What follows belongs to an exercise in optimizing a design on an open flow for small area; a production flow would make more cautious choices.
The RTL was checked by simulation tests, not by an equivalence proof against the original design.
No activity file was given, so power comes from the tool's default toggle rates.

## bridge_top
module bridge_top(hclk,hresetn,hwrite,haddr,hwdata,hreadyin,htrans,prdata,pwrite,penable,psel,paddr,pwdata,hrdata,hr_readyout,hresp);
For scale: ~410 cells after synthesis, roughly 140 flip-flops, ~210 I/O pins, ~0.0048 mm2 of cells after synthesis.
Settings: LEC_CHECK=0, ABC_AREA=1, CAP_MARGIN=0, CORE_MARGIN=2, CORE_UTILIZATION=65, SLEW_MARGIN=0; clock period 4.0 ns.
standard.sh (not shown) runs the stock make flow with config.mk's settings and CLKGATE_MAP_FILE= SYNTH_SCRIPT=/design/flow/synth_recipe.tcl, a recipe that flattens the netlist after the stock synthesis.
==> flow/flow/run.sh <==
#!/bin/bash
# Own layout flow: the standard layout, with the port buffers made of the
# smallest buffer cell (buf_1) and a clock tree with larger sink clusters.
# make's full output goes to flow_make.log here; ORFS keeps each tool's log
# under orfs/logs/.
set -euo pipefail
bash standard.sh BUFFER_PORTS_ARGS="-buffer_cell sky130_fd_sc_hd__buf_1" CTS_ARGS="-sink_clustering_enable -repair_clock_nets -buf_list sky130_fd_sc_hd__clkbuf_8 -sink_clustering_size 40 -sink_clustering_max_diameter 300 -sink_buffer_max_cap_derate 0.5 -dont_use_dummy_load" finish > flow_make.log 2>&1
The starting point went through all stages and came out clean.
Edit:
Settings changed: ABC_AREA 1 to default.
Global-route usage grows by 0.20 points. Worst setup slack gets worse by 0.21 ns. First-iteration DRC count grows by 71%.
Edit:
==> flow/run.sh (new file) <==
#!/bin/bash
# synth_recipe.tcl (not shown) runs the flow's synth.tcl, then flattens the netlist and writes it again
# the make line also repeats each setting of config.mk as NAME=value (left out here)
make -C /OpenROAD-flow-scripts/flow DESIGN_CONFIG=/design/flow/config.mk WORK_HOME=/design/flow/orfs CLKGATE_MAP_FILE= SYNTH_SCRIPT=/design/flow/synth_recipe.tcl finish
Settings changed: CAP_MARGIN 0 to 20, CORE_UTILIZATION 65 to 40, SLEW_MARGIN 0 to 20.
removed: flow/flow/run.sh
removed: flow/standard.sh
The changed run completed without violations.
Count of clock-buffer cells in the layout stays the same.
Core utilization drops by 20 points.
Synthesized area is unchanged.
Via count goes up by 1.3%.
First-iteration DRC count is higher by about 4.3%.
Flip-flop and latch count does not change.
Non-clock buffer count goes up by 1.
Routed wire length increases by about 9%.

---

v35:
bridge_top again, from the RTL that the note above started with.
export LEC_CHECK = 0
export CAP_MARGIN = 20
export CORE_MARGIN = 2
export CORE_UTILIZATION = 40
export CTS_BUF_LIST = sky130_fd_sc_hd__clkbuf_8
export SLEW_MARGIN = 20
create_clock -name core_clock -period 4.0 [get_ports {hclk}]
==> flow/flow/run.sh <==
#!/bin/bash
# Own layout flow: the standard layout, with the port buffers made of the
# smallest buffer cell (buf_1) instead of the one buffer_ports picks itself.
# make's full output goes to flow_make.log here; ORFS keeps each tool's log
# under orfs/logs/.
set -euo pipefail
bash standard.sh BUFFER_PORTS_ARGS="-buffer_cell sky130_fd_sc_hd__buf_1" finish > flow_make.log 2>&1
Input changes introduced in v7 (baseline for comparison: v35):
Settings: CTS_BUF_LIST: sky130_fd_sc_hd__clkbuf_8 -> unset.
==> flow/flow/run.sh <==
#!/bin/bash
# Own layout flow: the standard layout, with the port buffers made of the
# smallest buffer cell (buf_1) and a clock tree with larger sink clusters.
# make's full output goes to flow_make.log here; ORFS keeps each tool's log
# under orfs/logs/.
set -euo pipefail
bash standard.sh BUFFER_PORTS_ARGS="-buffer_cell sky130_fd_sc_hd__buf_1" CTS_ARGS="-sink_clustering_enable -repair_clock_nets -buf_list sky130_fd_sc_hd__clkbuf_16 -sink_clustering_size 80 -sink_clustering_max_diameter 500 -sink_buffer_max_cap_derate 1.0 -dont_use_dummy_load" finish > flow_make.log 2>&1
Notes after the runs:
- In summary, v7 completed successfully, with a layout that passed the timing, design-rule and antenna checks.
- Relative to v35, proportion of power drawn by flip-flops and latches decreased by 2.0 points in v7.
- Looking at shortest clock period the worst path allows after layout, v7 sits 0.018 ns above v35.
- v7: setup slack lower than v35
- Diff v35 -> v7: total power now sits higher; design area now sits higher; combinational share of power now sits at about the same level; share of cells above drive strength 1 now sits lower.
- Between v35 and v7, count of clock-buffer cells in the layout decreased.
- Sort v35 and v7 by clock transition at the registers of the reported paths asc -> top: v7
- | sum of routed wire segments on met1 | lower: v35 |
- v35 reports its cell at the slowest stage of the critical path as sky130_fd_sc_hd__dfxtp_1 while v7 reports sky130_fd_sc_hd__nor4b_2.
#### Input delta (v4 over v7)
Settings: an added CTS_BUF_LIST of sky130_fd_sc_hd__clkbuf_8.
==> flow/run.sh (new file) <==
#!/bin/bash
# synth_recipe.tcl (not shown) runs the flow's synth.tcl, then flattens the netlist and writes it again
# the make line also repeats each setting of config.mk as NAME=value (left out here)
make -C /OpenROAD-flow-scripts/flow DESIGN_CONFIG=/design/flow/config.mk WORK_HOME=/design/flow/orfs CLKGATE_MAP_FILE= SYNTH_SCRIPT=/design/flow/synth_recipe.tcl finish
removed: flow/flow/run.sh
removed: flow/standard.sh
Findings:
Measured against each other, v7 and v4 differ in global-route usage, the lower figure coming from v7.
Sort v7 and v4 by combinational group share of total power asc -> top: v7
v4 vs. v7: final area has increased, final cell utilization of the core has increased.
When the final numbers for v7 and v4 were put side by side, the clock skew turned out to be smaller in v4.
[inputs] v28 vs v4
Settings: CAP_MARGIN changed from 20 to 0; CTS_BUF_LIST removed (was sky130_fd_sc_hd__clkbuf_8); SLEW_MARGIN changed from 20 to 0.
==> flow/flow/run.sh (new file) <==
#!/bin/bash
# Own layout flow: the standard layout, with the port buffers made of the
# smallest buffer cell (buf_1) and a clock tree with larger sink clusters.
# make's full output goes to flow_make.log here; ORFS keeps each tool's log
# under orfs/logs/.
set -euo pipefail
bash standard.sh BUFFER_PORTS_ARGS="-buffer_cell sky130_fd_sc_hd__buf_1" CTS_ARGS="-sink_clustering_enable -repair_clock_nets -buf_list sky130_fd_sc_hd__clkbuf_8 -sink_clustering_size 40 -sink_clustering_max_diameter 300 -sink_buffer_max_cap_derate 0.5 -dont_use_dummy_load" finish > flow_make.log 2>&1
==> flow/standard.sh (new file) <==
#!/bin/bash
# synth_recipe.tcl (not shown) runs the flow's synth.tcl, then flattens the netlist and writes it again
# the make line also repeats each setting of config.mk as NAME=value (left out here)
make -C /OpenROAD-flow-scripts/flow DESIGN_CONFIG=/design/flow/config.mk WORK_HOME=/design/flow/orfs CLKGATE_MAP_FILE= SYNTH_SCRIPT=/design/flow/synth_recipe.tcl "${@:-finish}"
removed: flow/run.sh
--- outcome ---
Diff v4 -> v28: share of total power in the clock network -5.6 points, number of optimization iterations in the first detailed-route pass now sits higher, final cell count decreased by 2.5% relative to the old numbers, worst setup slack now sits higher, clock power fell by about 26%.
The highest clock rate in v28 was higher than what v4 gave.
[inputs] v50 vs v28
Settings: SLEW_MARGIN changed from 0 to 20; CTS_CLUSTER_DIAMETER newly set to 200; CTS_BUF_LIST newly set to sky130_fd_sc_hd__clkbuf_4 sky130_fd_sc_hd__clkbuf_8; CTS_CLUSTER_SIZE newly set to 30; CAP_MARGIN changed from 0 to 20.
==> flow/run.sh (new file) <==
#!/bin/bash
# synth_recipe.tcl (not shown) runs the flow's synth.tcl, then flattens the netlist and writes it again
# the make line also repeats each setting of config.mk as NAME=value (left out here)
make -C /OpenROAD-flow-scripts/flow DESIGN_CONFIG=/design/flow/config.mk WORK_HOME=/design/flow/orfs CLKGATE_MAP_FILE= SYNTH_SCRIPT=/design/flow/synth_recipe.tcl finish
removed: flow/flow/run.sh
removed: flow/standard.sh
==> comparison <==
- Count of multi-input combinational gates: v28 vs v50 identical
- Between v28 and v50, the design area is higher for v50.
- Cmp v50 vs v28: worst slew margin relative to its limit higher in v50
- v50 vs v28: met3 usage in global routing down in v50
- The run with more routed wire is v50, not v28.
The following lists how v40 was set up differently from v50:
Settings: clearing CTS_CLUSTER_DIAMETER, which used to be 200; clearing CTS_CLUSTER_SIZE, which used to be 30.
Results
There was hardly any difference in cell-internal power between v50 and v40.
v50 -> v40: count of mapped cells out of synthesis flat
Reported for v40 and v50, sequential cell count turned out identical to the last digit.
Status: setup slack parity (v50, v40)
There was hardly any difference in part of the total power dissipated in the clock network between v40 and v50.
As far as critical path depth goes, v40 and v50 are indistinguishable; the numbers are identical.
The portion of total power attributed to combinational logic on v40 is in line with that on v50.
As far as number of enable flip-flop cells after synthesis goes, v50 and v40 are indistinguishable; the numbers are identical.

---

bridge_top again, from the RTL that the note above started with.
export LEC_CHECK = 0
export CAP_MARGIN = 20
export CORE_MARGIN = 2
export CORE_UTILIZATION = 40
export SLEW_MARGIN = 20
create_clock -name core_clock -period 4.0 [get_ports {hclk}]
==> flow/flow/run.sh <==
#!/bin/bash
# Own layout flow: the standard layout, with the port buffers made of the
# smallest buffer cell (buf_1) and a clock tree with larger sink clusters.
# make's full output goes to flow_make.log here; ORFS keeps each tool's log
# under orfs/logs/.
set -euo pipefail
bash standard.sh BUFFER_PORTS_ARGS="-buffer_cell sky130_fd_sc_hd__buf_1" CTS_ARGS="-sink_clustering_enable -repair_clock_nets -buf_list sky130_fd_sc_hd__clkbuf_8 -sink_clustering_size 40 -sink_clustering_max_diameter 300 -sink_buffer_max_cap_derate 0.5 -dont_use_dummy_load" finish > flow_make.log 2>&1
The first run passed the timing, design-rule and antenna checks.
==> next run, changes <==
- ABC_AREA: unset -> 1
- CAP_MARGIN: 20 -> 0
- CORE_UTILIZATION: 40 -> 80
- PLACE_DENSITY: unset -> 0.9
- SLEW_MARGIN: 20 -> 0
Worst hold slack gets better by 0.0080 ns.
Utilization climbs by 45 points.
First-iteration DRC count drops by 16%.
Cell count climbs by 4.7%.
Design area climbs by 0.40%.
Register-to-register slack gets better by 0.20 ns.
Routed wire length climbs by 14%.
Sequential cell count stays the same.
==> next run, changes <==
==> flow/run.sh (new file) <==
#!/bin/bash
# synth_recipe.tcl (not shown) runs the flow's synth.tcl, then flattens the netlist and writes it again
# the make line also repeats each setting of config.mk as NAME=value (left out here)
make -C /OpenROAD-flow-scripts/flow DESIGN_CONFIG=/design/flow/config.mk WORK_HOME=/design/flow/orfs CLKGATE_MAP_FILE= SYNTH_SCRIPT=/design/flow/synth_recipe.tcl finish
- ABC_AREA: 1 -> unset
- CAP_MARGIN: 0 -> 20
- CORE_UTILIZATION: 80 -> 40
- CTS_BUF_LIST: unset -> sky130_fd_sc_hd__clkbuf_8
- CTS_CLUSTER_DIAMETER: unset -> 200
- CTS_CLUSTER_SIZE: unset -> 40
- PLACE_DENSITY: 0.9 -> unset
- SLEW_MARGIN: 0 -> 20
removed: flow/flow/run.sh
removed: flow/standard.sh
Outcome: The new run finished clean; first-iteration DRC count rose by 6.7%; clock skew falls by 0.025 ns; sequential power barely changes; register-to-register slack gets worse by 0.05 ns; area after synthesis went down by 2.1%; core utilization went down by 36 points; wire length falls by 7.0%; combinational power went up by 77%; flip-flop and latch count does not change; total power grows by 16%; final cell count goes down by 2.0%.

## re-timing with driven ports
The results above use ideal ports. As a check the final layouts listed here were re-extracted and re-timed, cells and wires unchanged.
Step 1: set_driving_cell puts a clkbuf_16 on hclk and a buf_2 on each other input, an assumption about the parent block.
Step 2 times the ports against the registers' clock, not the clock port: input delays grow and output delays shrink by t, the midpoint of the rising clock arrivals with the driver on.
Three values: no drivers, after step 1, after step 2; two values: the first two.
| run | shift t [ns] | setup WS [ns] | hold slack, ns | worst setup path after step 2 |
|---|---|---|---|---|
| the first run of note 1 | 0.436 | 1.745 / 1.758 / 1.322 | 0.400 / 0.400 / 0.400 | input to register |
| the second run of note 1 | 0.446 | 1.535 / 1.540 / 1.095 | 0.412 / 0.412 / 0.412 | input to register |
| the third run of note 1 | 0.432 | 1.185 / 1.198 / 0.765 | 0.409 / 0.409 / 0.409 | input to register |
| v35 | 0.476 | 1.556 / 1.556 / 1.126 | 0.407 / 0.407 / 0.407 | input to register |
| v7 | 0.444 | 1.538 / 1.556 / 1.112 | 0.402 / 0.402 / 0.402 | input to register |
| v4 | 0.449 | 1.208 / 1.218 / 0.769 | 0.414 / 0.414 / 0.414 | input to register |
| v28 | 0.455 | 1.584 / 1.595 / 1.140 | 0.390 / 0.390 / 0.390 | input to register |
| v50 | 0.449 | 1.208 / 1.218 / 0.769 | 0.414 / 0.414 / 0.414 | input to register |
| v40 | 0.449 | 1.208 / 1.218 / 0.769 | 0.414 / 0.414 / 0.414 | input to register |
| the first run of note 3 | 0.457 | 1.547 / 1.559 / 1.102 | 0.404 / 0.404 / 0.404 | input to register |
| the second run of note 3 | 0.439 | 1.687 / 1.684 / 1.245 | 0.412 / 0.412 / 0.412 | input to register |
| the third run of note 3 | 0.449 | 1.208 / 1.218 / 0.769 | 0.414 / 0.414 / 0.414 | input to register |
After both steps setup and hold are still met in every run listed. For the first run of note 3, which loses most, drivers alone change the setup slack by +0.012 ns; drivers and shift together by -0.445 ns.
